Context: an optimization exercise on an open-source flow, tuned for small area, a short achievable clock period and few clock cycles per item. The choices shown serve that exercise and are no tape-out recipe.
No functional check of the RTL was part of any run shown here.
Power figures rest on the tool's default switching activity, not on a simulated workload.

==> design.v <==
module mac_neuron(
	input clk,
	input rst,
	input in_valid,
	output in_ready,
	input [15:0] in_x,
	input [15:0] in_w,
	input in_last,
	output reg out_valid,
	output [15:0] out_data
);
assign in_ready = 1'b1;
reg [15:0] xr, wr;
reg v0, l0;
always @(posedge clk) begin
	xr <= in_x;
	wr <= in_w;
	l0 <= in_last;
	v0 <= in_valid & ~rst;
end
wire b1_1;
wire b2_2;
wire bn_3;
wire pp4;
wire pp5;
wire pp6;
wire pp7;
wire pp8;
wire pp9;
wire pp10;
wire pp11;
wire pp12;
wire pp13;
wire pp14;
wire pp15;
wire pp16;
wire pp17;
wire pp18;
wire pp19;
wire pp20;
wire pp21;
wire b1_22;
wire b2_23;
wire bn_24;
wire pp25;
wire pp26;
wire pp27;
wire pp28;
wire pp29;
wire pp30;
wire pp31;
wire pp32;
wire pp33;
wire pp34;
wire pp35;
wire pp36;
wire pp37;
wire pp38;
wire pp39;
wire pp40;
wire pp41;
wire pp42;
wire b1_43;
wire b2_44;
wire bn_45;
wire pp46;
wire pp47;
wire pp48;
wire pp49;
wire pp50;
wire pp51;
wire pp52;
wire pp53;
wire pp54;
wire pp55;
wire pp56;
wire pp57;
wire pp58;
wire pp59;
wire pp60;
wire pp61;
wire pp62;
wire pp63;
wire b1_64;
wire b2_65;
wire bn_66;
wire pp67;
wire pp68;
wire pp69;
wire pp70;
wire pp71;
wire pp72;
wire pp73;
wire pp74;
wire pp75;
wire pp76;
wire pp77;
wire pp78;
wire pp79;
wire pp80;
wire pp81;
wire pp82;
wire pp83;
wire pp84;
wire b1_85;
wire b2_86;
wire bn_87;
wire pp88;
wire pp89;
wire pp90;
wire pp91;
wire pp92;
wire pp93;
wire pp94;
wire pp95;
wire pp96;
wire pp97;
wire pp98;
wire pp99;
wire pp100;
wire pp101;
wire pp102;
wire pp103;
wire pp104;
wire pp105;
wire b1_106;
wire b2_107;
wire bn_108;
wire pp109;
wire pp110;
wire pp111;
wire pp112;
wire pp113;
wire pp114;
wire pp115;
wire pp116;
wire pp117;
wire pp118;
wire pp119;
wire pp120;
wire pp121;
wire pp122;
wire pp123;
wire pp124;
wire pp125;
wire pp126;
wire b1_127;
wire b2_128;
wire bn_129;
wire pp130;
wire pp131;
wire pp132;
wire pp133;
wire pp134;
wire pp135;
wire pp136;
wire pp137;
wire pp138;
wire pp139;
wire pp140;
wire pp141;
wire pp142;
wire pp143;
wire pp144;
wire pp145;
wire pp146;
wire pp147;
wire b1_148;
wire b2_149;
wire bn_150;
wire pp151;
wire pp152;
wire pp153;
wire pp154;
wire pp155;
wire pp156;
wire pp157;
wire pp158;
wire pp159;
wire pp160;
wire pp161;
wire pp162;
wire pp163;
wire pp164;
wire pp165;
wire pp166;
wire pp167;
wire pp168;
wire s169;
wire s170;
wire c171;
wire s172;
wire c173;
wire s174;
wire c175;
wire s176;
wire c177;
wire s178;
wire c179;
wire s180;
wire c181;
wire s182;
wire c183;
wire s184;
wire c185;
wire s186;
wire c187;
wire s188;
wire c189;
wire s190;
wire c191;
wire s192;
wire c193;
wire s194;
wire c195;
wire s196;
wire c197;
wire s198;
wire c199;
wire s200;
wire c201;
wire s202;
wire c203;
wire s204;
wire c205;
wire s206;
wire c207;
wire s208;
wire c209;
wire s210;
wire c211;
wire s212;
wire c213;
wire s214;
wire c215;
wire s216;
wire s217;
wire c218;
wire s219;
wire c220;
wire s221;
wire c222;
wire s223;
wire c224;
wire s225;
wire c226;
wire s227;
wire c228;
wire s229;
wire c230;
wire s231;
wire c232;
wire s233;
wire c234;
wire s235;
wire c236;
wire s237;
wire c238;
wire s239;
wire c240;
wire s241;
wire c242;
wire s243;
wire c244;
wire s245;
wire c246;
wire s247;
wire c248;
wire s249;
wire c250;
wire s251;
wire c252;
wire s253;
wire c254;
wire s255;
wire c256;
wire s257;
wire c258;
wire s259;
wire c260;
wire s261;
wire c262;
wire s263;
wire c264;
wire s265;
wire c266;
wire s267;
wire c268;
wire s269;
wire c270;
wire s271;
wire c272;
wire s273;
wire c274;
wire s275;
wire c276;
wire s277;
wire c278;
wire s279;
wire c280;
wire s281;
wire c282;
wire s283;
wire c284;
wire s285;
wire c286;
wire s287;
wire s288;
wire c289;
wire s290;
wire c291;
wire s292;
wire c293;
wire s294;
wire c295;
wire s296;
wire c297;
wire s298;
wire c299;
wire s300;
wire c301;
wire s302;
wire c303;
wire s304;
wire c305;
wire s306;
wire c307;
wire s308;
wire c309;
wire s310;
wire c311;
wire s312;
wire c313;
wire s314;
wire c315;
wire s316;
wire c317;
wire s318;
wire c319;
wire s320;
wire c321;
wire s322;
wire c323;
wire s324;
wire c325;
wire s326;
wire c327;
wire s328;
wire c329;
wire s330;
wire c331;
wire s332;
wire c333;
wire s334;
wire s335;
wire c336;
wire s337;
wire c338;
wire s339;
wire c340;
wire s341;
wire c342;
wire s343;
wire c344;
wire s345;
wire c346;
wire s347;
wire c348;
wire s349;
wire c350;
wire s351;
wire c352;
wire s353;
wire c354;
wire s355;
wire c356;
wire s357;
wire c358;
wire s359;
wire c360;
wire s361;
wire c362;
wire s363;
wire c364;
wire s365;
wire c366;
wire s367;
wire c368;
wire s369;
wire c370;
wire s371;
wire c372;
wire s373;
wire c374;
wire s375;
wire c376;
wire s377;
wire c378;
wire s379;
wire c380;
wire s381;
wire c382;
wire s383;
wire c384;
wire s385;
wire c386;
wire s387;
wire c388;
wire s389;
assign b1_1 = wr[0] ^ 1'b0;
assign b2_2 = (wr[1] & ~wr[0] & ~1'b0) | (~wr[1] & wr[0] & 1'b0);
assign bn_3 = wr[1];
assign pp4 = ((b1_1 & xr[0]) | (b2_2 & 1'b0)) ^ bn_3;
assign pp5 = ((b1_1 & xr[1]) | (b2_2 & xr[0])) ^ bn_3;
assign pp6 = ((b1_1 & xr[2]) | (b2_2 & xr[1])) ^ bn_3;
assign pp7 = ((b1_1 & xr[3]) | (b2_2 & xr[2])) ^ bn_3;
assign pp8 = ((b1_1 & xr[4]) | (b2_2 & xr[3])) ^ bn_3;
assign pp9 = ((b1_1 & xr[5]) | (b2_2 & xr[4])) ^ bn_3;
assign pp10 = ((b1_1 & xr[6]) | (b2_2 & xr[5])) ^ bn_3;
assign pp11 = ((b1_1 & xr[7]) | (b2_2 & xr[6])) ^ bn_3;
assign pp12 = ((b1_1 & xr[8]) | (b2_2 & xr[7])) ^ bn_3;
assign pp13 = ((b1_1 & xr[9]) | (b2_2 & xr[8])) ^ bn_3;
assign pp14 = ((b1_1 & xr[10]) | (b2_2 & xr[9])) ^ bn_3;
assign pp15 = ((b1_1 & xr[11]) | (b2_2 & xr[10])) ^ bn_3;
assign pp16 = ((b1_1 & xr[12]) | (b2_2 & xr[11])) ^ bn_3;
assign pp17 = ((b1_1 & xr[13]) | (b2_2 & xr[12])) ^ bn_3;
assign pp18 = ((b1_1 & xr[14]) | (b2_2 & xr[13])) ^ bn_3;
assign pp19 = ((b1_1 & xr[15]) | (b2_2 & xr[14])) ^ bn_3;
assign pp20 = ((b1_1 & xr[15]) | (b2_2 & xr[15])) ^ bn_3;
assign pp21 = ~pp20;
assign b1_22 = wr[2] ^ wr[1];
assign b2_23 = (wr[3] & ~wr[2] & ~wr[1]) | (~wr[3] & wr[2] & wr[1]);
assign bn_24 = wr[3];
assign pp25 = ((b1_22 & xr[0]) | (b2_23 & 1'b0)) ^ bn_24;
assign pp26 = ((b1_22 & xr[1]) | (b2_23 & xr[0])) ^ bn_24;
assign pp27 = ((b1_22 & xr[2]) | (b2_23 & xr[1])) ^ bn_24;
assign pp28 = ((b1_22 & xr[3]) | (b2_23 & xr[2])) ^ bn_24;
assign pp29 = ((b1_22 & xr[4]) | (b2_23 & xr[3])) ^ bn_24;
assign pp30 = ((b1_22 & xr[5]) | (b2_23 & xr[4])) ^ bn_24;
assign pp31 = ((b1_22 & xr[6]) | (b2_23 & xr[5])) ^ bn_24;
assign pp32 = ((b1_22 & xr[7]) | (b2_23 & xr[6])) ^ bn_24;
assign pp33 = ((b1_22 & xr[8]) | (b2_23 & xr[7])) ^ bn_24;
assign pp34 = ((b1_22 & xr[9]) | (b2_23 & xr[8])) ^ bn_24;
assign pp35 = ((b1_22 & xr[10]) | (b2_23 & xr[9])) ^ bn_24;
assign pp36 = ((b1_22 & xr[11]) | (b2_23 & xr[10])) ^ bn_24;
assign pp37 = ((b1_22 & xr[12]) | (b2_23 & xr[11])) ^ bn_24;
assign pp38 = ((b1_22 & xr[13]) | (b2_23 & xr[12])) ^ bn_24;
assign pp39 = ((b1_22 & xr[14]) | (b2_23 & xr[13])) ^ bn_24;
assign pp40 = ((b1_22 & xr[15]) | (b2_23 & xr[14])) ^ bn_24;
assign pp41 = ((b1_22 & xr[15]) | (b2_23 & xr[15])) ^ bn_24;
assign pp42 = ~pp41;
assign b1_43 = wr[4] ^ wr[3];
assign b2_44 = (wr[5] & ~wr[4] & ~wr[3]) | (~wr[5] & wr[4] & wr[3]);
assign bn_45 = wr[5];
assign pp46 = ((b1_43 & xr[0]) | (b2_44 & 1'b0)) ^ bn_45;
assign pp47 = ((b1_43 & xr[1]) | (b2_44 & xr[0])) ^ bn_45;
assign pp48 = ((b1_43 & xr[2]) | (b2_44 & xr[1])) ^ bn_45;
assign pp49 = ((b1_43 & xr[3]) | (b2_44 & xr[2])) ^ bn_45;
assign pp50 = ((b1_43 & xr[4]) | (b2_44 & xr[3])) ^ bn_45;
assign pp51 = ((b1_43 & xr[5]) | (b2_44 & xr[4])) ^ bn_45;
assign pp52 = ((b1_43 & xr[6]) | (b2_44 & xr[5])) ^ bn_45;
assign pp53 = ((b1_43 & xr[7]) | (b2_44 & xr[6])) ^ bn_45;
assign pp54 = ((b1_43 & xr[8]) | (b2_44 & xr[7])) ^ bn_45;
assign pp55 = ((b1_43 & xr[9]) | (b2_44 & xr[8])) ^ bn_45;
assign pp56 = ((b1_43 & xr[10]) | (b2_44 & xr[9])) ^ bn_45;
assign pp57 = ((b1_43 & xr[11]) | (b2_44 & xr[10])) ^ bn_45;
assign pp58 = ((b1_43 & xr[12]) | (b2_44 & xr[11])) ^ bn_45;
assign pp59 = ((b1_43 & xr[13]) | (b2_44 & xr[12])) ^ bn_45;
assign pp60 = ((b1_43 & xr[14]) | (b2_44 & xr[13])) ^ bn_45;
assign pp61 = ((b1_43 & xr[15]) | (b2_44 & xr[14])) ^ bn_45;
assign pp62 = ((b1_43 & xr[15]) | (b2_44 & xr[15])) ^ bn_45;
assign pp63 = ~pp62;
assign b1_64 = wr[6] ^ wr[5];
assign b2_65 = (wr[7] & ~wr[6] & ~wr[5]) | (~wr[7] & wr[6] & wr[5]);
assign bn_66 = wr[7];
assign pp67 = ((b1_64 & xr[0]) | (b2_65 & 1'b0)) ^ bn_66;
assign pp68 = ((b1_64 & xr[1]) | (b2_65 & xr[0])) ^ bn_66;
assign pp69 = ((b1_64 & xr[2]) | (b2_65 & xr[1])) ^ bn_66;
assign pp70 = ((b1_64 & xr[3]) | (b2_65 & xr[2])) ^ bn_66;
assign pp71 = ((b1_64 & xr[4]) | (b2_65 & xr[3])) ^ bn_66;
assign pp72 = ((b1_64 & xr[5]) | (b2_65 & xr[4])) ^ bn_66;
assign pp73 = ((b1_64 & xr[6]) | (b2_65 & xr[5])) ^ bn_66;
assign pp74 = ((b1_64 & xr[7]) | (b2_65 & xr[6])) ^ bn_66;
assign pp75 = ((b1_64 & xr[8]) | (b2_65 & xr[7])) ^ bn_66;
assign pp76 = ((b1_64 & xr[9]) | (b2_65 & xr[8])) ^ bn_66;
assign pp77 = ((b1_64 & xr[10]) | (b2_65 & xr[9])) ^ bn_66;
assign pp78 = ((b1_64 & xr[11]) | (b2_65 & xr[10])) ^ bn_66;
assign pp79 = ((b1_64 & xr[12]) | (b2_65 & xr[11])) ^ bn_66;
assign pp80 = ((b1_64 & xr[13]) | (b2_65 & xr[12])) ^ bn_66;
assign pp81 = ((b1_64 & xr[14]) | (b2_65 & xr[13])) ^ bn_66;
assign pp82 = ((b1_64 & xr[15]) | (b2_65 & xr[14])) ^ bn_66;
assign pp83 = ((b1_64 & xr[15]) | (b2_65 & xr[15])) ^ bn_66;
assign pp84 = ~pp83;
assign b1_85 = wr[8] ^ wr[7];
assign b2_86 = (wr[9] & ~wr[8] & ~wr[7]) | (~wr[9] & wr[8] & wr[7]);
assign bn_87 = wr[9];
assign pp88 = ((b1_85 & xr[0]) | (b2_86 & 1'b0)) ^ bn_87;
assign pp89 = ((b1_85 & xr[1]) | (b2_86 & xr[0])) ^ bn_87;
assign pp90 = ((b1_85 & xr[2]) | (b2_86 & xr[1])) ^ bn_87;
assign pp91 = ((b1_85 & xr[3]) | (b2_86 & xr[2])) ^ bn_87;
assign pp92 = ((b1_85 & xr[4]) | (b2_86 & xr[3])) ^ bn_87;
assign pp93 = ((b1_85 & xr[5]) | (b2_86 & xr[4])) ^ bn_87;
assign pp94 = ((b1_85 & xr[6]) | (b2_86 & xr[5])) ^ bn_87;
assign pp95 = ((b1_85 & xr[7]) | (b2_86 & xr[6])) ^ bn_87;
assign pp96 = ((b1_85 & xr[8]) | (b2_86 & xr[7])) ^ bn_87;
assign pp97 = ((b1_85 & xr[9]) | (b2_86 & xr[8])) ^ bn_87;
assign pp98 = ((b1_85 & xr[10]) | (b2_86 & xr[9])) ^ bn_87;
assign pp99 = ((b1_85 & xr[11]) | (b2_86 & xr[10])) ^ bn_87;
assign pp100 = ((b1_85 & xr[12]) | (b2_86 & xr[11])) ^ bn_87;
assign pp101 = ((b1_85 & xr[13]) | (b2_86 & xr[12])) ^ bn_87;
assign pp102 = ((b1_85 & xr[14]) | (b2_86 & xr[13])) ^ bn_87;
assign pp103 = ((b1_85 & xr[15]) | (b2_86 & xr[14])) ^ bn_87;
assign pp104 = ((b1_85 & xr[15]) | (b2_86 & xr[15])) ^ bn_87;
assign pp105 = ~pp104;
assign b1_106 = wr[10] ^ wr[9];
assign b2_107 = (wr[11] & ~wr[10] & ~wr[9]) | (~wr[11] & wr[10] & wr[9]);
assign bn_108 = wr[11];
assign pp109 = ((b1_106 & xr[0]) | (b2_107 & 1'b0)) ^ bn_108;
assign pp110 = ((b1_106 & xr[1]) | (b2_107 & xr[0])) ^ bn_108;
assign pp111 = ((b1_106 & xr[2]) | (b2_107 & xr[1])) ^ bn_108;
assign pp112 = ((b1_106 & xr[3]) | (b2_107 & xr[2])) ^ bn_108;
assign pp113 = ((b1_106 & xr[4]) | (b2_107 & xr[3])) ^ bn_108;
assign pp114 = ((b1_106 & xr[5]) | (b2_107 & xr[4])) ^ bn_108;
assign pp115 = ((b1_106 & xr[6]) | (b2_107 & xr[5])) ^ bn_108;
assign pp116 = ((b1_106 & xr[7]) | (b2_107 & xr[6])) ^ bn_108;
assign pp117 = ((b1_106 & xr[8]) | (b2_107 & xr[7])) ^ bn_108;
assign pp118 = ((b1_106 & xr[9]) | (b2_107 & xr[8])) ^ bn_108;
assign pp119 = ((b1_106 & xr[10]) | (b2_107 & xr[9])) ^ bn_108;
assign pp120 = ((b1_106 & xr[11]) | (b2_107 & xr[10])) ^ bn_108;
assign pp121 = ((b1_106 & xr[12]) | (b2_107 & xr[11])) ^ bn_108;
assign pp122 = ((b1_106 & xr[13]) | (b2_107 & xr[12])) ^ bn_108;
assign pp123 = ((b1_106 & xr[14]) | (b2_107 & xr[13])) ^ bn_108;
assign pp124 = ((b1_106 & xr[15]) | (b2_107 & xr[14])) ^ bn_108;
assign pp125 = ((b1_106 & xr[15]) | (b2_107 & xr[15])) ^ bn_108;
assign pp126 = ~pp125;
assign b1_127 = wr[12] ^ wr[11];
assign b2_128 = (wr[13] & ~wr[12] & ~wr[11]) | (~wr[13] & wr[12] & wr[11]);
assign bn_129 = wr[13];
assign pp130 = ((b1_127 & xr[0]) | (b2_128 & 1'b0)) ^ bn_129;
assign pp131 = ((b1_127 & xr[1]) | (b2_128 & xr[0])) ^ bn_129;
assign pp132 = ((b1_127 & xr[2]) | (b2_128 & xr[1])) ^ bn_129;
assign pp133 = ((b1_127 & xr[3]) | (b2_128 & xr[2])) ^ bn_129;
assign pp134 = ((b1_127 & xr[4]) | (b2_128 & xr[3])) ^ bn_129;
assign pp135 = ((b1_127 & xr[5]) | (b2_128 & xr[4])) ^ bn_129;
assign pp136 = ((b1_127 & xr[6]) | (b2_128 & xr[5])) ^ bn_129;
assign pp137 = ((b1_127 & xr[7]) | (b2_128 & xr[6])) ^ bn_129;
assign pp138 = ((b1_127 & xr[8]) | (b2_128 & xr[7])) ^ bn_129;
assign pp139 = ((b1_127 & xr[9]) | (b2_128 & xr[8])) ^ bn_129;
assign pp140 = ((b1_127 & xr[10]) | (b2_128 & xr[9])) ^ bn_129;
assign pp141 = ((b1_127 & xr[11]) | (b2_128 & xr[10])) ^ bn_129;
assign pp142 = ((b1_127 & xr[12]) | (b2_128 & xr[11])) ^ bn_129;
assign pp143 = ((b1_127 & xr[13]) | (b2_128 & xr[12])) ^ bn_129;
assign pp144 = ((b1_127 & xr[14]) | (b2_128 & xr[13])) ^ bn_129;
assign pp145 = ((b1_127 & xr[15]) | (b2_128 & xr[14])) ^ bn_129;
assign pp146 = ((b1_127 & xr[15]) | (b2_128 & xr[15])) ^ bn_129;
assign pp147 = ~pp146;
assign b1_148 = wr[14] ^ wr[13];
assign b2_149 = (wr[15] & ~wr[14] & ~wr[13]) | (~wr[15] & wr[14] & wr[13]);
assign bn_150 = wr[15];
assign pp151 = ((b1_148 & xr[0]) | (b2_149 & 1'b0)) ^ bn_150;
assign pp152 = ((b1_148 & xr[1]) | (b2_149 & xr[0])) ^ bn_150;
assign pp153 = ((b1_148 & xr[2]) | (b2_149 & xr[1])) ^ bn_150;
assign pp154 = ((b1_148 & xr[3]) | (b2_149 & xr[2])) ^ bn_150;
assign pp155 = ((b1_148 & xr[4]) | (b2_149 & xr[3])) ^ bn_150;
assign pp156 = ((b1_148 & xr[5]) | (b2_149 & xr[4])) ^ bn_150;
assign pp157 = ((b1_148 & xr[6]) | (b2_149 & xr[5])) ^ bn_150;
assign pp158 = ((b1_148 & xr[7]) | (b2_149 & xr[6])) ^ bn_150;
assign pp159 = ((b1_148 & xr[8]) | (b2_149 & xr[7])) ^ bn_150;
assign pp160 = ((b1_148 & xr[9]) | (b2_149 & xr[8])) ^ bn_150;
assign pp161 = ((b1_148 & xr[10]) | (b2_149 & xr[9])) ^ bn_150;
assign pp162 = ((b1_148 & xr[11]) | (b2_149 & xr[10])) ^ bn_150;
assign pp163 = ((b1_148 & xr[12]) | (b2_149 & xr[11])) ^ bn_150;
assign pp164 = ((b1_148 & xr[13]) | (b2_149 & xr[12])) ^ bn_150;
assign pp165 = ((b1_148 & xr[14]) | (b2_149 & xr[13])) ^ bn_150;
assign pp166 = ((b1_148 & xr[15]) | (b2_149 & xr[14])) ^ bn_150;
assign pp167 = ((b1_148 & xr[15]) | (b2_149 & xr[15])) ^ bn_150;
assign pp168 = ~pp167;
assign s169 = ~pp12;
assign s170 = pp14 ^ pp33;
assign c171 = pp14 & pp33;
assign s172 = pp15 ^ pp34;
assign c173 = pp15 & pp34;
assign s174 = pp16 ^ pp35 ^ pp54;
assign c175 = (pp16 & pp35) | (pp16 & pp54) | (pp35 & pp54);
assign s176 = pp73 ^ pp92;
assign c177 = pp73 & pp92;
assign s178 = pp17 ^ pp36 ^ pp55;
assign c179 = (pp17 & pp36) | (pp17 & pp55) | (pp36 & pp55);
assign s180 = pp74 ^ pp93;
assign c181 = pp74 & pp93;
assign s182 = pp18 ^ pp37 ^ pp56;
assign c183 = (pp18 & pp37) | (pp18 & pp56) | (pp37 & pp56);
assign s184 = pp75 ^ pp94 ^ pp113;
assign c185 = (pp75 & pp94) | (pp75 & pp113) | (pp94 & pp113);
assign s186 = pp132 ^ pp151;
assign c187 = pp132 & pp151;
assign s188 = pp19 ^ pp38 ^ pp57;
assign c189 = (pp19 & pp38) | (pp19 & pp57) | (pp38 & pp57);
assign s190 = pp76 ^ pp95 ^ pp114;
assign c191 = (pp76 & pp95) | (pp76 & pp114) | (pp95 & pp114);
assign s192 = pp133 ^ pp152;
assign c193 = pp133 & pp152;
assign s194 = ~(pp21 ^ pp39);
assign c195 = pp21 | pp39;
assign s196 = pp58 ^ pp77 ^ pp96;
assign c197 = (pp58 & pp77) | (pp58 & pp96) | (pp77 & pp96);
assign s198 = pp115 ^ pp134 ^ pp153;
assign c199 = (pp115 & pp134) | (pp115 & pp153) | (pp134 & pp153);
assign s200 = ~(pp40 ^ pp59);
assign c201 = pp40 | pp59;
assign s202 = pp78 ^ pp97 ^ pp116;
assign c203 = (pp78 & pp97) | (pp78 & pp116) | (pp97 & pp116);
assign s204 = pp135 ^ pp154;
assign c205 = pp135 & pp154;
assign s206 = pp42 ^ pp60 ^ pp79;
assign c207 = (pp42 & pp60) | (pp42 & pp79) | (pp60 & pp79);
assign s208 = pp98 ^ pp117 ^ pp136;
assign c209 = (pp98 & pp117) | (pp98 & pp136) | (pp117 & pp136);
assign s210 = ~(pp61 ^ pp80);
assign c211 = pp61 | pp80;
assign s212 = pp99 ^ pp118;
assign c213 = pp99 & pp118;
assign s214 = pp63 ^ pp81 ^ pp100;
assign c215 = (pp63 & pp81) | (pp63 & pp100) | (pp81 & pp100);
assign s216 = ~pp82;
assign s217 = pp10 ^ pp29;
assign c218 = pp10 & pp29;
assign s219 = pp11 ^ pp30;
assign c220 = pp11 & pp30;
assign s221 = pp31 ^ pp50 ^ pp69;
assign c222 = (pp31 & pp50) | (pp31 & pp69) | (pp50 & pp69);
assign s223 = pp88 ^ bn_87;
assign c224 = pp88 & bn_87;
assign s225 = pp12 ^ pp13 ^ pp32;
assign c226 = (pp12 & pp13) | (pp12 & pp32) | (pp13 & pp32);
assign s227 = pp51 ^ pp70 ^ pp89;
assign c228 = (pp51 & pp70) | (pp51 & pp89) | (pp70 & pp89);
assign s229 = pp52 ^ pp71 ^ pp90;
assign c230 = (pp52 & pp71) | (pp52 & pp90) | (pp71 & pp90);
assign s231 = pp109 ^ bn_108 ^ s170;
assign c232 = (pp109 & bn_108) | (pp109 & s170) | (bn_108 & s170);
assign s233 = c171 ^ pp53 ^ pp72;
assign c234 = (c171 & pp53) | (c171 & pp72) | (pp53 & pp72);
assign s235 = pp91 ^ pp110 ^ s172;
assign c236 = (pp91 & pp110) | (pp91 & s172) | (pp110 & s172);
assign s237 = c173 ^ pp111 ^ pp130;
assign c238 = (c173 & pp111) | (c173 & pp130) | (pp111 & pp130);
assign s239 = bn_129 ^ s174 ^ s176;
assign c240 = (bn_129 & s174) | (bn_129 & s176) | (s174 & s176);
assign s241 = c175 ^ c177 ^ pp112;
assign c242 = (c175 & c177) | (c175 & pp112) | (c177 & pp112);
assign s243 = pp131 ^ s178 ^ s180;
assign c244 = (pp131 & s178) | (pp131 & s180) | (s178 & s180);
assign s245 = c179 ^ c181 ^ bn_150;
assign c246 = (c179 & c181) | (c179 & bn_150) | (c181 & bn_150);
assign s247 = s182 ^ s184 ^ s186;
assign c248 = (s182 & s184) | (s182 & s186) | (s184 & s186);
assign s249 = c183 ^ c185 ^ c187;
assign c250 = (c183 & c185) | (c183 & c187) | (c185 & c187);
assign s251 = s188 ^ s190 ^ s192;
assign c252 = (s188 & s190) | (s188 & s192) | (s190 & s192);
assign s253 = c189 ^ c191 ^ c193;
assign c254 = (c189 & c191) | (c189 & c193) | (c191 & c193);
assign s255 = s194 ^ s196 ^ s198;
assign c256 = (s194 & s196) | (s194 & s198) | (s196 & s198);
assign s257 = c195 ^ c197 ^ c199;
assign c258 = (c195 & c197) | (c195 & c199) | (c197 & c199);
assign s259 = s200 ^ s202 ^ s204;
assign c260 = (s200 & s202) | (s200 & s204) | (s202 & s204);
assign s261 = c201 ^ c203 ^ c205;
assign c262 = (c201 & c203) | (c201 & c205) | (c203 & c205);
assign s263 = pp155 ^ s206 ^ s208;
assign c264 = (pp155 & s206) | (pp155 & s208) | (s206 & s208);
assign s265 = c207 ^ c209 ^ pp137;
assign c266 = (c207 & c209) | (c207 & pp137) | (c209 & pp137);
assign s267 = pp156 ^ s210 ^ s212;
assign c268 = (pp156 & s210) | (pp156 & s212) | (s210 & s212);
assign s269 = c211 ^ c213 ^ pp119;
assign c270 = (c211 & c213) | (c211 & pp119) | (c213 & pp119);
assign s271 = pp138 ^ pp157 ^ s214;
assign c272 = (pp138 & pp157) | (pp138 & s214) | (pp157 & s214);
assign s273 = c215 ^ pp101 ^ pp120;
assign c274 = (c215 & pp101) | (c215 & pp120) | (pp101 & pp120);
assign s275 = pp139 ^ pp158 ^ s216;
assign c276 = (pp139 & pp158) | (pp139 & s216) | (pp158 & s216);
assign s277 = pp82 ^ pp84 ^ pp102;
assign c278 = (pp82 & pp84) | (pp82 & pp102) | (pp84 & pp102);
assign s279 = pp121 ^ pp140 ^ pp159;
assign c280 = (pp121 & pp140) | (pp121 & pp159) | (pp140 & pp159);
assign s281 = ~(pp103 ^ pp122);
assign c282 = pp103 | pp122;
assign s283 = pp141 ^ pp160;
assign c284 = pp141 & pp160;
assign s285 = pp105 ^ pp123 ^ pp142;
assign c286 = (pp105 & pp123) | (pp105 & pp142) | (pp123 & pp142);
assign s287 = ~pp124;
assign s288 = pp8 ^ pp27;
assign c289 = pp8 & pp27;
assign s290 = pp9 ^ pp28;
assign c291 = pp9 & pp28;
assign s292 = pp48 ^ pp67 ^ bn_66;
assign c293 = (pp48 & pp67) | (pp48 & bn_66) | (pp67 & bn_66);
assign s294 = c218 ^ pp49 ^ pp68;
assign c295 = (c218 & pp49) | (c218 & pp68) | (pp49 & pp68);
assign s296 = c220 ^ s169 ^ s221;
assign c297 = (c220 & s169) | (c220 & s221) | (s169 & s221);
assign s298 = c222 ^ c224 ^ s225;
assign c299 = (c222 & c224) | (c222 & s225) | (c224 & s225);
assign s300 = c226 ^ c228 ^ s229;
assign c301 = (c226 & c228) | (c226 & s229) | (c228 & s229);
assign s302 = c230 ^ c232 ^ s233;
assign c303 = (c230 & c232) | (c230 & s233) | (c232 & s233);
assign s304 = c234 ^ c236 ^ s237;
assign c305 = (c234 & c236) | (c234 & s237) | (c236 & s237);
assign s306 = c238 ^ c240 ^ s241;
assign c307 = (c238 & c240) | (c238 & s241) | (c240 & s241);
assign s308 = c242 ^ c244 ^ s245;
assign c309 = (c242 & c244) | (c242 & s245) | (c244 & s245);
assign s310 = c246 ^ c248 ^ s249;
assign c311 = (c246 & c248) | (c246 & s249) | (c248 & s249);
assign s312 = c250 ^ c252 ^ s253;
assign c313 = (c250 & c252) | (c250 & s253) | (c252 & s253);
assign s314 = c254 ^ c256 ^ s257;
assign c315 = (c254 & c256) | (c254 & s257) | (c256 & s257);
assign s316 = c258 ^ c260 ^ s261;
assign c317 = (c258 & c260) | (c258 & s261) | (c260 & s261);
assign s318 = c262 ^ c264 ^ s265;
assign c319 = (c262 & c264) | (c262 & s265) | (c264 & s265);
assign s320 = c266 ^ c268 ^ s269;
assign c321 = (c266 & c268) | (c266 & s269) | (c268 & s269);
assign s322 = c270 ^ c272 ^ s273;
assign c323 = (c270 & c272) | (c270 & s273) | (c272 & s273);
assign s324 = c274 ^ c276 ^ s277;
assign c325 = (c274 & c276) | (c274 & s277) | (c276 & s277);
assign s326 = c278 ^ c280 ^ s281;
assign c327 = (c278 & c280) | (c278 & s281) | (c280 & s281);
assign s328 = c282 ^ c284 ^ pp161;
assign c329 = (c282 & c284) | (c282 & pp161) | (c284 & pp161);
assign s330 = c286 ^ pp143 ^ pp162;
assign c331 = (c286 & pp143) | (c286 & pp162) | (pp143 & pp162);
assign s332 = pp124 ^ pp126 ^ pp144;
assign c333 = (pp124 & pp126) | (pp124 & pp144) | (pp126 & pp144);
assign s334 = ~pp145;
assign s335 = pp6 ^ pp25;
assign c336 = pp6 & pp25;
assign s337 = pp7 ^ pp26;
assign c338 = pp7 & pp26;
assign s339 = pp46 ^ bn_45 ^ s288;
assign c340 = (pp46 & bn_45) | (pp46 & s288) | (bn_45 & s288);
assign s341 = c289 ^ pp47 ^ s290;
assign c342 = (c289 & pp47) | (c289 & s290) | (pp47 & s290);
assign s343 = c291 ^ s217 ^ s292;
assign c344 = (c291 & s217) | (c291 & s292) | (s217 & s292);
assign s345 = c293 ^ s219 ^ s294;
assign c346 = (c293 & s219) | (c293 & s294) | (s219 & s294);
assign s347 = c295 ^ s223 ^ s296;
assign c348 = (c295 & s223) | (c295 & s296) | (s223 & s296);
assign s349 = c297 ^ s227 ^ s298;
assign c350 = (c297 & s227) | (c297 & s298) | (s227 & s298);
assign s351 = c299 ^ s231 ^ s300;
assign c352 = (c299 & s231) | (c299 & s300) | (s231 & s300);
assign s353 = c301 ^ s235 ^ s302;
assign c354 = (c301 & s235) | (c301 & s302) | (s235 & s302);
assign s355 = c303 ^ s239 ^ s304;
assign c356 = (c303 & s239) | (c303 & s304) | (s239 & s304);
assign s357 = c305 ^ s243 ^ s306;
assign c358 = (c305 & s243) | (c305 & s306) | (s243 & s306);
assign s359 = c307 ^ s247 ^ s308;
assign c360 = (c307 & s247) | (c307 & s308) | (s247 & s308);
assign s361 = c309 ^ s251 ^ s310;
assign c362 = (c309 & s251) | (c309 & s310) | (s251 & s310);
assign s363 = c311 ^ s255 ^ s312;
assign c364 = (c311 & s255) | (c311 & s312) | (s255 & s312);
assign s365 = c313 ^ s259 ^ s314;
assign c366 = (c313 & s259) | (c313 & s314) | (s259 & s314);
assign s367 = c315 ^ s263 ^ s316;
assign c368 = (c315 & s263) | (c315 & s316) | (s263 & s316);
assign s369 = c317 ^ s267 ^ s318;
assign c370 = (c317 & s267) | (c317 & s318) | (s267 & s318);
assign s371 = c319 ^ s271 ^ s320;
assign c372 = (c319 & s271) | (c319 & s320) | (s271 & s320);
assign s373 = c321 ^ s275 ^ s322;
assign c374 = (c321 & s275) | (c321 & s322) | (s275 & s322);
assign s375 = c323 ^ s279 ^ s324;
assign c376 = (c323 & s279) | (c323 & s324) | (s279 & s324);
assign s377 = c325 ^ s283 ^ s326;
assign c378 = (c325 & s283) | (c325 & s326) | (s283 & s326);
assign s379 = c327 ^ s285 ^ s328;
assign c380 = (c327 & s285) | (c327 & s328) | (s285 & s328);
assign s381 = c329 ^ s287 ^ s330;
assign c382 = (c329 & s287) | (c329 & s330) | (s287 & s330);
assign s383 = c331 ^ pp163 ^ s332;
assign c384 = (c331 & pp163) | (c331 & s332) | (pp163 & s332);
assign s385 = c333 ^ pp164 ^ s334;
assign c386 = (c333 & pp164) | (c333 & s334) | (pp164 & s334);
assign s387 = pp145 ^ pp147 ^ pp165;
assign c388 = (pp145 & pp147) | (pp145 & pp165) | (pp147 & pp165);
assign s389 = ~pp166;
wire [8:0] lowsum = {1'b0, c344, c342, c340, c338, c336, bn_24, pp5, pp4} + {1'b0, s345, s343, s341, s339, s337, s335, 1'b0, bn_3};
wire zlow = ~|lowsum[7:0];
wire c_low = lowsum[8];
reg [23:0] ha_r, hb_r;
reg cl_r, zl_r, v1, l1;
always @(posedge clk) begin
	ha_r <= {1'b1, pp166, c388, c386, c384, c382, c380, c378, c376, c374, c372, c370, c368, c366, c364, c362, c360, c358, c356, c354, c352, c350, c348, c346};
	hb_r <= {1'b0, pp168, s389, s387, s385, s383, s381, s379, s377, s375, s373, s371, s369, s367, s365, s363, s361, s359, s357, s355, s353, s351, s349, s347};
	cl_r <= c_low;
	zl_r <= zlow;
	l1 <= l0;
	v1 <= v0 & ~rst;
end
wire [23:0] s_hi = ha_r + hb_r + {23'd0, cl_r};
wire tie = zl_r & ~s_hi[0];
wire [22:0] q = {s_hi[23:2], s_hi[1] & ~tie};
wire q_pos = ~q[22] & (|q[21:15]);
wire q_neg = q[22] & (~&q[21:15] | ~|q[14:0]);
wire [15:0] m = q_pos ? 16'h7FFF : q_neg ? 16'h8001 : q[15:0];
reg [15:0] m_r;
reg v2, l2;
always @(posedge clk) begin
	m_r <= v1 ? m : 16'h0000;
	l2 <= l1;
	v2 <= v1 & ~rst;
end
reg [15:0] acc;
reg first;
wire signed [16:0] sum = $signed({acc[15], acc}) + $signed({m_r[15], m_r});
wire [15:0] acc_sat = (sum > 17'sd32767) ? 16'h7FFF : (sum < -17'sd32767) ? 16'h8001 : sum[15:0];
always @(posedge clk) begin
	acc <= first ? m_r : acc_sat;
	if (rst) begin
		first <= 1'b1;
		out_valid <= 1'b0;
	end else begin
		if (v2) first <= l2;
		out_valid <= v2 & l2;
	end
end
assign out_data = acc;
endmodule
==> run.sh <==
#!/bin/bash
# synth_recipe.tcl (not shown) runs the flow's synth.tcl, then flattens the netlist and writes it again
# the make line also repeats each setting of config.mk as NAME=value (left out here)
make -C /OpenROAD-flow-scripts/flow DESIGN_CONFIG=/design/flow/config.mk WORK_HOME=/design/flow/orfs CLKGATE_MAP_FILE= SYNTH_SCRIPT=/design/flow/synth_recipe.tcl finish
==> config.mk <==
export PLATFORM = sky130hd
export DESIGN_NAME = mac_neuron
export DESIGN_NICKNAME = mac_neuron
export VERILOG_FILES = /design/flow/design.v
export SDC_FILE = /design/flow/constraint.sdc
export NUM_CORES = 4
export LEC_CHECK = 0
export ABC_AREA = 1
export CAP_MARGIN = 20
export CORE_MARGIN = 2
export CORE_UTILIZATION = 40
export PLACE_DENSITY = 0.6
export SLEW_MARGIN = 20
==> constraint.sdc <==
create_clock -name core_clock -period 11.0 [get_ports {clk}]
set_input_delay 2.2000 -clock core_clock [delete_from_list [all_inputs] [get_ports {clk}]]
set_output_delay 2.2000 -clock core_clock [all_outputs]
set_load 0.01 [all_outputs]
==> notes.md, run 1 <==
----------------------------------------------------
[Route]
  Remaining DRCs ... 0
  DRC violation total after the first TritonRoute iteration ... 718
  Via/cell ratio ... 5.08
  Total detailed-routing wirelength ... 27.1 mm
  Detailed-route via count ... 9,191
  Count of antenna-violating nets left after detailed routing ... 0
  Detail-routed net length per standard cell ... 15.0 um
  Router iterations before antenna repair ... 5

[Critical path]
  Slowest cell on crit path ... sky130_fd_sc_hd__o21ai_1
  Most frequent cell on the critical path ... sky130_fd_sc_hd__fa_1
  Startpoint of the lowest-slack register-to-register path ... wr[5]$_DFF_P_
  Worst reg-to-reg path cell count ... 10
  Crit path kind ... reg -> reg
  End of the worst register-to-register path ... hb_r[11]$_DFF_P_
  Required time of the critical path ... 11.29 ns
  Cell breakdown of the critical path ... clkinv_1 > o21ai_1 > o22ai_1 > xor2_1 > fa_1 > inv_1 > fa_1 > fa_1 > inv_1 > fa_1
  Peak per-stage delay on the critical path ... 1.02 ns
  Flop2flop setup slack ... 6.11 ns
  Category of the worst setup path capture point ... flip-flop
  Kind of start point of the critical path ... flip-flop
  CP Max Fanout ... 15
  Crit path DAT ... 5.18 ns

[Clock tree]
  Post-CTS Hold Fix Bufs ... 0
  CTS tree ... yes
  Number of buffers added for setup after CTS ... 0
  Later-pin clock latency in the skew report ... 0.43 ns
  CTS Root Cell ... sky130_fd_sc_hd__clkbuf_16
  Clk pin slew, worst setup/hold paths ... 0.07 ns
  Number of clock buffers inserted by TritonCTS ... 17
  Clock H-tree levels ... 4
  Maximum clock path buffer count ... 2
  Resized Gates After CTS ... 0
  Clock sink count ... 120

[Timing]
  Max-slew violation count ... 0
  Worst hold slack across all endpoints ... 0.323 ns
  Top achievable clock speed ... 204 MHz
  Minimum clock period ... 4.89 ns
  Final Cycle Share ... 44.5%
  Count of final hold-check violations ... 0
  Total negative slack for setup checks ... 0 ns
  Slew of the pin with the lowest slew margin ... 1.14 ns
  Setup repair after global routing missed its margin ... no
  Setup clock skew after layout ... 0.0202 ns
  Total of endpoints with negative setup slack in the final report ... 0
  Normalized max-slew margin ... 23.8%

[Yosys]
  Seq/Total Area, Yosys ... 22.1%
  Mapped Area ... 10,900 um2
  Mapped Nets ... 1,627
  Ys async rst share ... 0%
  EDFF count, synth ... 0
  Post-synthesis register bit count ... 120
  Average footprint of a synthesized cell ... 7.56 um2
  Most used DFF post-synth ... sky130_fd_sc_hd__dfxtp_1
  Cells after synthesis ... 1,437
  Distinct cells, synth ... 46
  Yosys warning total ... 1

[Placed design]
  Routability congestion estimate from global placement ... 0.901
  Sum of net half-perimeters after detailed placement ... 20.8 mm
  I/O Buffers ... 52

[Min path]
  Worst Hold End ... l2$_DFF_P_
  Worst Hold Path Cells ... 0
  Critical hold path startpoint ... l1$_DFF_P_
  Hold Crit Class ... reg -> reg

[Die]
  Full die area ... 28,500 um2
  Std-Cell Core Area ... 26,800 um2
  Die Height ... 169 um
  Cell Rows ... 60
  Count of pins on the block boundary ... 54
  Initial standard-cell utilization of the core ... 40.5%
  Die X ... 169 um

[Layout]
  Area growth syn-to-layout ... 12.6%
  Share of layout cells above drive strength 1 ... 6.19%
  Most frequent standard cell in the layout excluding fill and tap cells ... sky130_fd_sc_hd__nand2_1
  Commonest non-fill, non-tap cells in the layout ... sky130_fd_sc_hd__nand2_1, sky130_fd_sc_hd__inv_1, sky130_fd_sc_hd__xor2_1
  Number of nets in the final layout ... 1,646
  Antenna diode count ... 0
  Layout filler cell count ... 2,666

[Job]
  Max cap viols ... 0

[Global route]
  Antenna violations before repair ... 0
  Sum of overflow across all layers after global routing ... 0
  Largest net degree at the start of global routing ... 19
  Total GRT Usage ... 19.9%
  Vias in the first global route ... 9,122
  Wire length of the first global-routing pass ... 45.3 mm

[Pwr]
  PD cells ... 258 nW/um2
  Worst ir drop on vdd ... 0.000107 V
  Static Leakage ... 6.11 nW

[Run status]
  Result of the run ... complete, no violations

----------------------------------------------------
-- worst max path at each step --
stage	startpoint	end	depth (start not counted)
after floorplan	wr[5]$_DFF_P_	hb_r[9]$_DFF_P_	13
after global placement	wr[5]$_DFF_P_	hb_r[11]$_DFF_P_	10
after detailed placement	wr[5]$_DFF_P_	hb_r[11]$_DFF_P_	10
after CTS	wr[5]$_DFF_P_	hb_r[11]$_DFF_P_	10
after global routing	wr[5]$_DFF_P_	hb_r[11]$_DFF_P_	10
final	wr[5]$_DFF_P_	hb_r[11]$_DFF_P_	10
-- layer usage --
layer	vias up	part of all wire, %	routed length, um	global-route usage, %
met5	-	0	0	0
met4	0	3.0	823	7.23
met3	54	6.1	1660	4.35
met2	290	46	12600	33.4
met1	4282	44	12000	25.3
li1	4565	-	-	-
-- worst max-delay path: cells and delay by family, from the launching register on --
| family | cells | cell delay, ns |
|---|---|---|
| AOI/OAI and AO/OA | 2 | 1.21 |
| xor gates and xnor gates | 1 | 0.24 |
| adders and majority gates | 4 | 1.94 |
| buffers and inverters | 3 | 0.73 |
| DFF | 1 | 0.63 |
-- cell type report --
class	instances	area [um2]	share of cell area [%]
Clock inverter	13	194	1.59
Timing Repair Buffer	55	543	4.44
Sequential cell	120	2400	19.7
Inverter	265	995	8.14
Tap cell	341	427	3.49
Clock buffer	19	443	3.62
Multi-Input combinational cell	997	7220	59.1
-- registers in the layout, indices dropped and copies added, names as in the netlist, 16 cells and up --
| signal | cells |
|---|---|
| ha_r | 23 |
| hb_r | 23 |
| acc | 16 |
| m_r | 16 |
| wr | 16 |
| xr | 16 |
-- report_power, final --
group	total, mW	switching [mW]	internal [mW]
Combinational	1.92	1.20	0.724
Clock	0.616	0.228	0.388
Sequential	0.616	0.0528	0.563
Total	3.16	1.48	1.68
-- metrics by stage --
stage          setup slack, ns  instances  util, %  power (mW)  area [um2]
2_1_floorplan             7.44       1437        -        2.10       10900
3_3_place_gp              6.41       1778     43.2        2.51       11600
3_5_place_dp              6.25       1778     43.2        2.55       11600
4_1_cts                   6.22       1810     45.6        3.18       12200
5_1_grt                   5.93       1810     45.6        3.53       12200
6_report                  6.11       1810     45.6        3.16       12200
-- Yosys cell counts, drive strengths merged (12+ instances only) --
cell,n,area [um2]
nand3,46,235
o22ai,118,738
nor2,88,363
clkbuf,43,161
fa,88,1760
buf,12,83.8
dfxtp,120,2400
inv,262,983
xor2,132,1160
ha,66,826
o21ai,22,110
nand3b,13,97.6
a21oi,61,347
nand2,316,1250
-- kinds of logic (layout without fill, tap and decap cells) --
family	Yosys count	in the layout	synth area share, %
AO/OA/AOI/OAI	214	214	11.9
XOR/XNOR	139	139	11.2
adder cells (fa/ha/maj)	154	154	23.8
buffers and inverters	320	352	11.4
flip-flops	120	120	22.1
multiplexers	2	2	0.184
other	1	1	0.0345
AND/OR/NAND/NOR	487	487	19.3
==> inputs of run 2 (changes only) <==
--- a/config.mk
+++ b/config.mk
@@ -7,3 +7,2 @@
 export LEC_CHECK = 0
-export ABC_AREA = 1
 export CAP_MARGIN = 20
==> notes.md, run 2 <==
----------------------------------------------------
[Run status]
  Result of the run ... complete, no violations

[Layout]
  Post-layout instance count excluding filler cells ... 2,134
  Antenna diode count ... 0
  Number of nets in the final layout ... 1,869
  Most frequent standard cell in the layout excluding fill and tap cells ... sky130_fd_sc_hd__nand2_1
  Final Instance Area ... 14,200 um2
  Layout Utilization ... 44.0%
  Share of layout cells above drive strength 1 ... 5.67%
  Registers with the most flip-flops ... ha_r: 23 flops, hb_r: 23 flops
  Area growth syn-to-layout ... 8.84%
  Commonest non-fill, non-tap cells in the layout ... sky130_fd_sc_hd__nand2_1, sky130_fd_sc_hd__a21oi_1, sky130_fd_sc_hd__nor2_1

[Route]
  Remaining DRCs ... 0
  DRC violation total after the first TritonRoute iteration ... 1,032
  Via/cell ratio ... 5.68
  Detailed-route via count ... 12,100
  Detail-routed net length per standard cell ... 16.5 um
  Router iterations before antenna repair ... 5
  Top Metal Used ... met4
  Detailed route wirelength on metal2 ... 16.5 mm
  Routed metal-1 wire length ... 16.0 mm
  Total detailed-routing wirelength ... 35.2 mm
  Met3 WL ... 2.08 mm
  Count of antenna-violating nets left after detailed routing ... 0

[Die]
  Std-Cell Core Area ... 32,400 um2
  Die Height ... 185 um
  Count of pins on the block boundary ... 54
  Cell Rows ... 66
  Die X ... 185 um
  Full die area ... 34,200 um2
  Initial standard-cell utilization of the core ... 40.4%

[Critical path]
  Kind of start point of the critical path ... flip-flop
  Termination of the worst setup path ... zl_r$_DFF_P_
  Worst reg-to-reg path cell count ... 15
  CP Max Fanout ... 32
  Required time of the critical path ... 11.34 ns
  Beginning of the critical path ... wr[2]$_DFF_P_
  Startpoint of the lowest-slack register-to-register path ... wr[2]$_DFF_P_
  Crit path kind ... reg -> reg
  Category of the worst setup path capture point ... flip-flop
  End of the worst register-to-register path ... zl_r$_DFF_P_
  Crit path DAT ... 5.01 ns
  Flop2flop setup slack ... 6.33 ns

[Timing]
  Normalized max-slew margin ... 26.2%
  Setup clock skew after layout ... 0.0119 ns
  Count of final hold-check violations ... 0
  Top achievable clock speed ... 214 MHz
  Worst hold slack across all endpoints ... 0.328 ns
  Max-slew violation count ... 0
  Final Cycle Share ... 42.5%
  Slew of the pin with the lowest slew margin ... 1.10 ns
  Post-route setup slack ... 6.33 ns
  Minimum clock period ... 4.67 ns
  Setup repair after global routing missed its margin ... no
  Total negative slack for setup checks ... 0 ns
  Total of endpoints with negative setup slack in the final report ... 0

[Yosys]
  Average footprint of a synthesized cell ... 7.45 um2
  Yosys warning total ... 1
  Distinct cells, synth ... 80
  Cells after synthesis ... 1,757
  Post-synthesis register bit count ... 120
  Cell types occupying the most area after synthesis ... sky130_fd_sc_hd__dfxtp_1, sky130_fd_sc_hd__fa_1, sky130_fd_sc_hd__a21oi_1
  Cell type with the highest aggregate area in the netlist ... sky130_fd_sc_hd__dfxtp_1
  Most common library cells after synthesis ... sky130_fd_sc_hd__nand2_1, sky130_fd_sc_hd__a21oi_1, sky130_fd_sc_hd__nor2_1
  Seq/Total Area, Yosys ... 18.4%
  EDFF count, synth ... 0
  Most used standard cell by instance count after synthesis ... sky130_fd_sc_hd__nand2_1
  Area share of the largest cell type after synthesis ... 18.4%
  Mapped Nets ... 1,947
  Mapped Area ... 13,100 um2
  Ys async rst share ... 0%
  Most used DFF post-synth ... sky130_fd_sc_hd__dfxtp_1

[Clock tree]
  Post-CTS Hold Fix Bufs ... 0
  CTS Root Cell ... sky130_fd_sc_hd__clkbuf_16
  Number of clock buffers inserted by TritonCTS ... 17
  Later-pin clock latency in the skew report ... 0.44 ns
  Number of buffers added for setup after CTS ... 0
  Clk pin slew, worst setup/hold paths ... 0.06 ns
  Clock H-tree levels ... 4
  CTS tree ... yes
  Maximum clock path buffer count ... 2
  Resized Gates After CTS ... 0
  Clock sink count ... 120

[Placed design]
  Pre-CTS setup slack ... 6.44 ns
  Placed cell areas ... 13,700 um2
  Routability congestion estimate from global placement ... 0.883
  DP Cell Count ... 2,102
  Sum of net half-perimeters after detailed placement ... 24.7 mm
  I/O Buffers ... 52

[Pwr]
  Worst ir drop on vdd ... 0.000137 V
  PD cells ... 206 nW/um2
  Static Leakage ... 5.70 nW
  Total power of the final layout ... 2.93 mW

[Global route]
  Largest net degree at the start of global routing ... 111
  Sum of overflow across all layers after global routing ... 0
  Antenna violations before repair ... 0
  Total GRT Usage ... 21.0%
  Vias in the first global route ... 11,100
  Wire length of the first global-routing pass ... 57.0 mm

[Min path]
  Hold Crit Class ... reg -> reg

[Job]
  Max cap viols ... 0

----------------------------------------------------
run 2: layout make-up:
type | instances | area [um2]
Fill cell | 3287 | 18100
Multi-Input combinational cell | 1331 | 9500
Sequential cell | 120 | 2410
Timing Repair Buffer | 81 | 738
Tap cell | 442 | 553
Inverter | 128 | 480
Clock buffer | 19 | 453
Clock inverter | 13 | 110
run 2: cell families after synthesis:
| logic type | count (synthesis) | share of synthesized area [%] |
|---|---|---|
| AOI/OAI and AO/OA | 586 | 28.4 |
| xor gates and xnor gates | 42 | 2.81 |
| adders and majority gates | 200 | 23.3 |
| buffers and inverters | 306 | 9.07 |
| DFF | 120 | 18.4 |
| muxes | 20 | 1.58 |
| other | 1 | 0.0286 |
| and+or+nand+nor | 482 | 16.4 |
run 2: power by group:
part	switching [mW]	internal, mW
clock	0.234	0.305
sequential	0.0631	0.557
combinational	1.05	0.720
total	1.35	1.58
run 2: how the worst min path moves through the flow:
stage | from | endpoint | depth (start not counted)
finish | l0$_DFF_P_ | l1$_DFF_P_ | 0
global route | l0$_DFF_P_ | l1$_DFF_P_ | 0
CTS | l0$_DFF_P_ | l1$_DFF_P_ | 0
detailed placement | l0$_DFF_P_ | l1$_DFF_P_ | 0
global placement | l0$_DFF_P_ | l1$_DFF_P_ | 0
floorplan | l0$_DFF_P_ | l1$_DFF_P_ | 0
run 2: worst max-delay path: stages (launching register included):
cell,delay [ns]
sky130_fd_sc_hd__dfxtp_1,0.98
sky130_fd_sc_hd__nand2_1,0.56
sky130_fd_sc_hd__o22ai_1,0.26
sky130_fd_sc_hd__nor2_1,0.07
sky130_fd_sc_hd__nor2_1,0.10
sky130_fd_sc_hd__a221oi_1,0.07
sky130_fd_sc_hd__ha_1,0.26
sky130_fd_sc_hd__inv_1,0.06
sky130_fd_sc_hd__fa_1,0.46
sky130_fd_sc_hd__fa_1,0.55
sky130_fd_sc_hd__inv_1,0.04
sky130_fd_sc_hd__ha_1,0.30
sky130_fd_sc_hd__inv_1,0.06
sky130_fd_sc_hd__a2111oi_0,0.38
sky130_fd_sc_hd__o2111ai_1,0.18
sky130_fd_sc_hd__nor4_1,0.27
run 2: metal layers:
| layer | global-route usage [%] | vias to the layer above |
|---|---|---|
| met1 | 28.2 | 5732 |
| met3 | 3.64 | 36 |
| met2 | 34.2 | 372 |
| li1 | - | 5983 |
| met4 | 6.76 | 0 |
| met5 | 0 | - |
==> inputs of run 3 (changes only) <==
--- a/config.mk
+++ b/config.mk
@@ -7,2 +7,3 @@
 export LEC_CHECK = 0
+export ABC_AREA = 1
 export CAP_MARGIN = 20
@@ -11,2 +12,3 @@
 export PLACE_DENSITY = 0.6
-export SLEW_MARGIN = 20
+export SETUP_SLACK_MARGIN = 5
+export SLEW_MARGIN = 70
==> notes.md, run 3 <==
----------------------------------------------------
[Pwr]
  PD cells ... 255 nW/um2
  Internal portion of total power ... 1.68 mW
  Worst ir drop on vdd ... 0.000111 V
  Static Leakage ... 6.13 nW
  Net switching fraction of the power ... 46.8%
  Logic gate share of total power ... 60.9%
  Fraction of power consumed by the clock network ... 19.5%
  Sequential share of power ... 19.6%
  Sw Pwr ... 1.48 mW

[Yosys]
  Seq/Total Area, Yosys ... 22.1%
  Ys async rst share ... 0%
  Most common library cells after synthesis ... sky130_fd_sc_hd__nand2_1, sky130_fd_sc_hd__inv_1, sky130_fd_sc_hd__xor2_1
  Yosys warning total ... 1
  Distinct cells, synth ... 46
  Average footprint of a synthesized cell ... 7.56 um2
  Most used DFF post-synth ... sky130_fd_sc_hd__dfxtp_1
  Cells after synthesis ... 1,437
  Cell type with the highest aggregate area in the netlist ... sky130_fd_sc_hd__dfxtp_1
  EDFF count, synth ... 0
  Mapped Area ... 10,900 um2
  Post-synthesis register bit count ... 120
  Mapped Nets ... 1,627
  Area share of the largest cell type after synthesis ... 22.1%
  Most used standard cell by instance count after synthesis ... sky130_fd_sc_hd__nand2_1
  Cell types occupying the most area after synthesis ... sky130_fd_sc_hd__dfxtp_1, sky130_fd_sc_hd__fa_1, sky130_fd_sc_hd__xor2_1

[Placed design]
  Pre-CTS setup slack ... 7.28 ns
  I/O Buffers ... 52
  Routability congestion estimate from global placement ... 0.901
  DP Cell Count ... 1,778
  Sum of net half-perimeters after detailed placement ... 20.8 mm

[Min path]
  Hold Crit Class ... reg -> reg
  Worst Hold End ... l1$_DFF_P_
  Critical hold path startpoint ... l0$_DFF_P_
  Worst Hold Path Cells ... 0

[Route]
  Remaining DRCs ... 0
  Detailed-route via count ... 9,115
  Router iterations before antenna repair ... 5
  DRC violation total after the first TritonRoute iteration ... 639
  Detail-routed net length per standard cell ... 14.9 um
  Count of antenna-violating nets left after detailed routing ... 0
  Total detailed-routing wirelength ... 27.0 mm
  Via/cell ratio ... 5.02

[Clock tree]
  Number of clock buffers inserted by TritonCTS ... 17
  Clock H-tree levels ... 4
  CTS Root Cell ... sky130_fd_sc_hd__clkbuf_16
  Clock sink count ... 120
  Maximum clock path buffer count ... 2
  Clk pin slew, worst setup/hold paths ... 0.06 ns
  Resized Gates After CTS ... 0
  CTS tree ... yes
  Later-pin clock latency in the skew report ... 0.43 ns
  Number of buffers added for setup after CTS ... 0
  Post-CTS Hold Fix Bufs ... 0

[Die]
  Std-Cell Core Area ... 26,800 um2
  Full die area ... 28,500 um2
  Count of pins on the block boundary ... 54
  Cell Rows ... 60
  Initial standard-cell utilization of the core ... 40.5%
  Die X ... 169 um
  Die Height ... 169 um

[Layout]
  Commonest non-fill, non-tap cells in the layout ... sky130_fd_sc_hd__nand2_1, sky130_fd_sc_hd__inv_1, sky130_fd_sc_hd__xor2_1
  Sequential cell area ... 2410 um2
  Antenna diode count ... 0
  Share of layout cells above drive strength 1 ... 9.50%
  Multi-input gate area in the final layout ... 7320 um2
  Layout filler cell count ... 2,637
  Registers with the most flip-flops ... ha_r: 23 flops, hb_r: 23 flops
  Area growth syn-to-layout ... 14.0%
  Layout Utilization ... 46.2%
  Most frequent standard cell in the layout excluding fill and tap cells ... sky130_fd_sc_hd__nand2_1
  Number of nets in the final layout ... 1,651
  Post-layout instance count excluding filler cells ... 1,815

[Critical path]
  Kind of start point of the critical path ... flip-flop
  CP Max Fanout ... 15
  Worst reg-to-reg path cell count ... 18
  Flop2flop setup slack ... 7.04 ns
  End of the worst register-to-register path ... zl_r$_DFF_P_
  Required time of the critical path ... 11.32 ns
  Category of the worst setup path capture point ... flip-flop
  Crit path DAT ... 4.28 ns
  Crit path kind ... reg -> reg
  Startpoint of the lowest-slack register-to-register path ... wr[3]$_DFF_P_

[Timing]
  Total negative slack for setup checks ... 0 ns
  Setup repair after global routing missed its margin ... no
  Top achievable clock speed ... 252 MHz
  Post-route setup slack ... 7.04 ns
  Setup clock skew after layout ... 0.0138 ns
  Final Cycle Share ... 36.0%
  Minimum clock period ... 3.96 ns
  Total of endpoints with negative setup slack in the final report ... 0
  Max-slew violation count ... 0
  Count of final hold-check violations ... 0

[Global route]
  Vias in the first global route ... 9,198
  Sum of overflow across all layers after global routing ... 0
  Antenna violations before repair ... 0
  Total GRT Usage ... 19.9%
  Wire length of the first global-routing pass ... 45.5 mm
  Largest net degree at the start of global routing ... 19

[Job]
  Max cap viols ... 0

[Run status]
  Result of the run ... complete, no violations

----------------------------------------------------
## run 3: power groups by stage
stage	Combinational [mW]	Sequential, mW	Clock (mW)
after floorplan	1.49	0.611	0
after global placement	1.89	0.626	0
after detailed placement	1.93	0.627	0
after CTS	1.93	0.618	0.629
after global routing	2.26	0.629	0.647
final	1.92	0.618	0.617
## run 3: cell type report
cell class	instances	area share, %
Timing Repair Buffer	60	4.71
Inverter	265	8.06
Clock buffer	19	3.58
Tap cell	341	3.45
Multi-Input combinational cell	997	59.1
Clock inverter	13	1.56
Sequential cell	120	19.5
## run 3: worst max-delay path: stages (launching register included)
cell	delay [ns]
sky130_fd_sc_hd__dfxtp_2	0.57
sky130_fd_sc_hd__inv_2	0.22
sky130_fd_sc_hd__o21ai_4	0.42
sky130_fd_sc_hd__o22ai_1	0.14
sky130_fd_sc_hd__xor2_1	0.17
sky130_fd_sc_hd__ha_1	0.34
sky130_fd_sc_hd__xor2_1	0.18
sky130_fd_sc_hd__ha_1	0.34
sky130_fd_sc_hd__nand2_1	0.10
sky130_fd_sc_hd__inv_1	0.06
sky130_fd_sc_hd__a221oi_1	0.23
sky130_fd_sc_hd__clkdlybuf4s50_1	0.55
sky130_fd_sc_hd__nand2_1	0.06
sky130_fd_sc_hd__nand2_1	0.07
sky130_fd_sc_hd__nand2_1	0.05
sky130_fd_sc_hd__a21oi_1	0.15
sky130_fd_sc_hd__nand2_1	0.07
sky130_fd_sc_hd__nand3_1	0.08
sky130_fd_sc_hd__nor2_1	0.04
## run 3: logic make-up after synthesis
family / share of synthesized area, %
adder cells (fa/ha/maj): 23.8
AND/OR/NAND/NOR: 19.3
buffers and inverters: 11.4
other: 0.0345
AO/OA/AOI/OAI: 11.9
multiplexers: 0.184
XOR/XNOR: 11.2
flip-flops: 22.1
## run 3: worst max-delay path by stage
stage / start / end / slack [ns] / cells past startpoint
3_3_place_gp: wr[5]$_DFF_P_ / hb_r[11]$_DFF_P_ / 6.41 / 10
6_report: wr[3]$_DFF_P_ / zl_r$_DFF_P_ / 7.04 / 18
3_5_place_dp: wr[5]$_DFF_P_ / hb_r[11]$_DFF_P_ / 7.28 / 10
5_1_grt: wr[3]$_DFF_P_ / zl_r$_DFF_P_ / 6.74 / 18
2_1_floorplan: wr[5]$_DFF_P_ / hb_r[9]$_DFF_P_ / 7.44 / 13
4_1_cts: wr[5]$_DFF_P_ / hb_r[11]$_DFF_P_ / 7.25 / 10
## run 3: per-stage QoR
stage / cell area (um2) / power (mW) / hold WS [ns]
6_report: 12400 / 3.16 / 0.321
4_1_cts: 12300 / 3.18 / 0.324
5_1_grt: 12400 / 3.53 / 0.346
3_5_place_dp: 11700 / 2.55 / 0.312
2_1_floorplan: 10900 / 2.10 / 0.310
3_3_place_gp: 11600 / 2.51 / 0.314
## run 3: per-layer routing
metal | share of wire, % | vias up | track usage, %
met5 | 0 | - | 0
met4 | 3.5 | 0 | 8.32
met3 | 5.7 | 66 | 3.20
met2 | 46 | 309 | 33.1
met1 | 45 | 4145 | 25.9
li1 | - | 4595 | -
==> inputs of run 4 (changes only) <==
--- a/config.mk
+++ b/config.mk
@@ -8,3 +8,3 @@
 export ABC_AREA = 1
-export CAP_MARGIN = 20
+export CAP_MARGIN = 50
 export CORE_MARGIN = 2
@@ -13,2 +13,2 @@
 export SETUP_SLACK_MARGIN = 5
-export SLEW_MARGIN = 70
+export SLEW_MARGIN = 50
==> notes.md, run 4 <==
----------------------------------------------------
[Pwr]
  PD cells ... 256 nW/um2
  Static Leakage ... 6.09 nW
  Logic gate share of total power ... 61.6%
  Fraction of power consumed by the clock network ... 18.6%
  Sw Pwr ... 1.47 mW
  Total power of the final layout ... 3.12 mW
  Internal portion of total power ... 1.65 mW
  Worst ir drop on vdd ... 0.000106 V
  Net switching fraction of the power ... 47.2%
  Sequential share of power ... 19.8%

[Global route]
  Sum of overflow across all layers after global routing ... 0
  Total GRT Usage ... 20.0%
  Largest net degree at the start of global routing ... 19
  Global Route met1 Usage ... 25.8%
  Vias in the first global route ... 9,152
  Routing usage on met3 ... 3.67%
  Busiest layer in global routing ... met2
  Wire length of the first global-routing pass ... 45.3 mm
  Antenna violations before repair ... 0
  GR met2 Demand/Resource ... 33.3%

[Timing]
  Top achievable clock speed ... 217 MHz
  Setup repair after global routing missed its margin ... no
  Count of final hold-check violations ... 0
  Setup clock skew after layout ... 0.0133 ns
  Normalized max-slew margin ... 51.3%
  Slew of the pin with the lowest slew margin ... 0.730 ns
  Minimum clock period ... 4.60 ns
  Total of endpoints with negative setup slack in the final report ... 0
  Final Cycle Share ... 41.8%
  Total negative slack for setup checks ... 0 ns
  Max-slew violation count ... 0

[Die]
  Initial standard-cell utilization of the core ... 40.5%
  Std-Cell Core Area ... 26,800 um2
  Full die area ... 28,500 um2
  Die X ... 169 um
  Count of pins on the block boundary ... 54
  Cell Rows ... 60
  Die Height ... 169 um

[Min path]
  Hold Crit Class ... reg -> reg

[Clock tree]
  Maximum clock path buffer count ... 2
  CTS Root Cell ... sky130_fd_sc_hd__clkbuf_16
  Clk pin slew, worst setup/hold paths ... 0.06 ns
  Number of buffers added for setup after CTS ... 0
  Post-CTS Hold Fix Bufs ... 0
  CTS tree ... yes
  Clock sink count ... 120
  Number of clock buffers inserted by TritonCTS ... 17
  Clock H-tree levels ... 4
  Later-pin clock latency in the skew report ... 0.43 ns
  Resized Gates After CTS ... 0

[Yosys]
  Cell types occupying the most area after synthesis ... sky130_fd_sc_hd__dfxtp_1, sky130_fd_sc_hd__fa_1, sky130_fd_sc_hd__xor2_1
  Fraction of the mapped netlist area in compound gates ... 11.9%
  Synth Area in Adders ... 23.8%
  EDFF count, synth ... 0
  Cells after synthesis ... 1,437
  Synthesized-area fraction occupied by xor and xnor cells ... 11.2%
  Synth Area in Simple Gates ... 19.3%
  Most common library cells after synthesis ... sky130_fd_sc_hd__nand2_1, sky130_fd_sc_hd__inv_1, sky130_fd_sc_hd__xor2_1
  Area share of the largest cell type after synthesis ... 22.1%
  Multiplexer share of the synthesized area ... 0.184%
  Cell type with the highest aggregate area in the netlist ... sky130_fd_sc_hd__dfxtp_1
  Yosys warning total ... 1
  Most used standard cell by instance count after synthesis ... sky130_fd_sc_hd__nand2_1
  Most used DFF post-synth ... sky130_fd_sc_hd__dfxtp_1
  Mapped Nets ... 1,627
  Mapped Area ... 10,900 um2
  Main combinational cell family by area after synthesis ... adder cells
  Seq/Total Area, Yosys ... 22.1%
  Distinct cells, synth ... 46
  Post-synthesis register bit count ... 120
  Ys async rst share ... 0%
  Average footprint of a synthesized cell ... 7.56 um2

[Layout]
  Final Instance Area ... 12,200 um2
  Antenna diode count ... 0
  Number of nets in the final layout ... 1,646
  Layout Utilization ... 45.6%
  Commonest non-fill, non-tap cells in the layout ... sky130_fd_sc_hd__nand2_1, sky130_fd_sc_hd__inv_1, sky130_fd_sc_hd__xor2_1
  Area growth syn-to-layout ... 12.4%
  Share of layout cells above drive strength 1 ... 6.61%
  Most frequent standard cell in the layout excluding fill and tap cells ... sky130_fd_sc_hd__nand2_1
  Registers with the most flip-flops ... ha_r: 23 flops, hb_r: 23 flops
  Post-layout instance count excluding filler cells ... 1,809

[Route]
  Total detailed-routing wirelength ... 27.4 mm
  Via/cell ratio ... 5.07
  Count of antenna-violating nets left after detailed routing ... 0
  Detail-routed net length per standard cell ... 15.1 um
  Detailed-route via count ... 9,179
  DRC violation total after the first TritonRoute iteration ... 613
  Remaining DRCs ... 0
  Router iterations before antenna repair ... 5

[Placed design]
  DP Cell Count ... 1,778
  I/O Buffers ... 52
  Placed cell areas ... 11,600 um2
  Routability congestion estimate from global placement ... 0.901
  Sum of net half-perimeters after detailed placement ... 20.9 mm

[Job]
  Max cap viols ... 0

[Critical path]
  Category of the worst setup path capture point ... flip-flop
  Crit path DAT ... 4.90 ns
  Crit path kind ... reg -> reg
  CP Max Fanout ... 15
  Required time of the critical path ... 11.30 ns
  Kind of start point of the critical path ... flip-flop

[Run status]
  Result of the run ... complete, no violations

----------------------------------------------------
## run 4: cell families after synthesis
kind of cell | count (synthesis)
flops | 120
compound gates | 214
xor+xnor | 139
buf+inv | 320
other cells | 1
mux | 2
simple gates | 487
fa+ha+maj | 154
## run 4: layout make-up
cell class	count	area (um2)
fillers	2653	14600
flip-flops and latches	120	2410
clock buffers	19	443
inverters	265	995
repair buffers	55	543
clock inverters	12	151
well taps	341	427
multi-input cells	997	7240
## run 4: critical path, stage by stage, from the launching register on
cell and delay, ns:
sky130_fd_sc_hd__dfxtp_1 0.61, sky130_fd_sc_hd__clkinv_1 0.66, sky130_fd_sc_hd__o21ai_2 0.75, sky130_fd_sc_hd__o22ai_1 0.16
sky130_fd_sc_hd__xor2_1 0.22, sky130_fd_sc_hd__fa_1 0.47, sky130_fd_sc_hd__fa_1 0.56, sky130_fd_sc_hd__inv_1 0.07
sky130_fd_sc_hd__fa_1 0.49, sky130_fd_sc_hd__inv_1 0.05, sky130_fd_sc_hd__fa_1 0.41
## run 4: final timing paths
path	from	depth (start not counted)	end	slack, ns
setup reg to reg	wr[5]$_DFF_P_	10	hb_r[11]$_DFF_P_	6.40
setup / recovery	wr[5]$_DFF_P_	10	hb_r[11]$_DFF_P_	6.40
hold / removal	l1$_DFF_P_	0	l2$_DFF_P_	0.32
hold reg to reg	l1$_DFF_P_	0	l2$_DFF_P_	0.32
## run 4: power by group through the flow
stage	combinational, mW	sequential, mW	clock [mW]
after floorplan	1.49	0.611	0
after global placement	1.89	0.626	0
after detailed placement	1.92	0.627	0
after CTS	1.93	0.618	0.593
after global routing	2.25	0.628	0.612
final	1.92	0.617	0.582
## run 4: metrics by stage
stage                     hold slack, ns  worst slack [ns]
final                              0.321              6.40
after global routing               0.351              6.26
after CTS                          0.326              6.49
after detailed placement           0.312              6.55
after global placement             0.314              6.41
after floorplan                    0.310              7.44
## run 4: layer usage
metal | routed length [um] | vias to the layer above
li1 | - | 4584
met1 | 12400 | 4269
met2 | 12600 | 275
met3 | 1560 | 51
met4 | 805 | 0
met5 | 0 | -

==> afterwards: timing with drivers on the ports <==
How much do the figures lean on ideal ports? The routed layouts below were timed once more, with nothing changed but the port constraints.
Step 1 sets driving cells, clkbuf_16 on the clock port and buf_2 on the other inputs (assumed; they add their load-dependent delay and slew).
Step 2, shift: input delay + t, output delay - t, t = (earliest + latest rising clock arrival at the registers) / 2. This alone moves slack from input paths to output paths.
a / b / c = no drivers / after step 1 / after step 2; a / b = the first two.
run	shift t [ns]	slack for setup (ns)	worst hold slack (ns)	clock arrival spread, ns	worst data-port slew with drivers (ns)
run 1	0.466	6.107 / 6.107 / 6.107	0.323 / 0.323 / 0.323	0.020 / 0.021	0.03
run 2	0.482	6.327 / 6.327 / 6.327	0.328 / 0.328 / 0.328	0.012 / 0.012	0.03
run 3	0.465	7.039 / 7.039 / 7.039	0.321 / 0.321 / 0.321	0.013 / 0.014	0.03
run 4	0.468	6.397 / 6.397 / 6.397	0.321 / 0.321 / 0.321	0.014 / 0.013	0.03
After both steps every run listed still meets setup and hold.
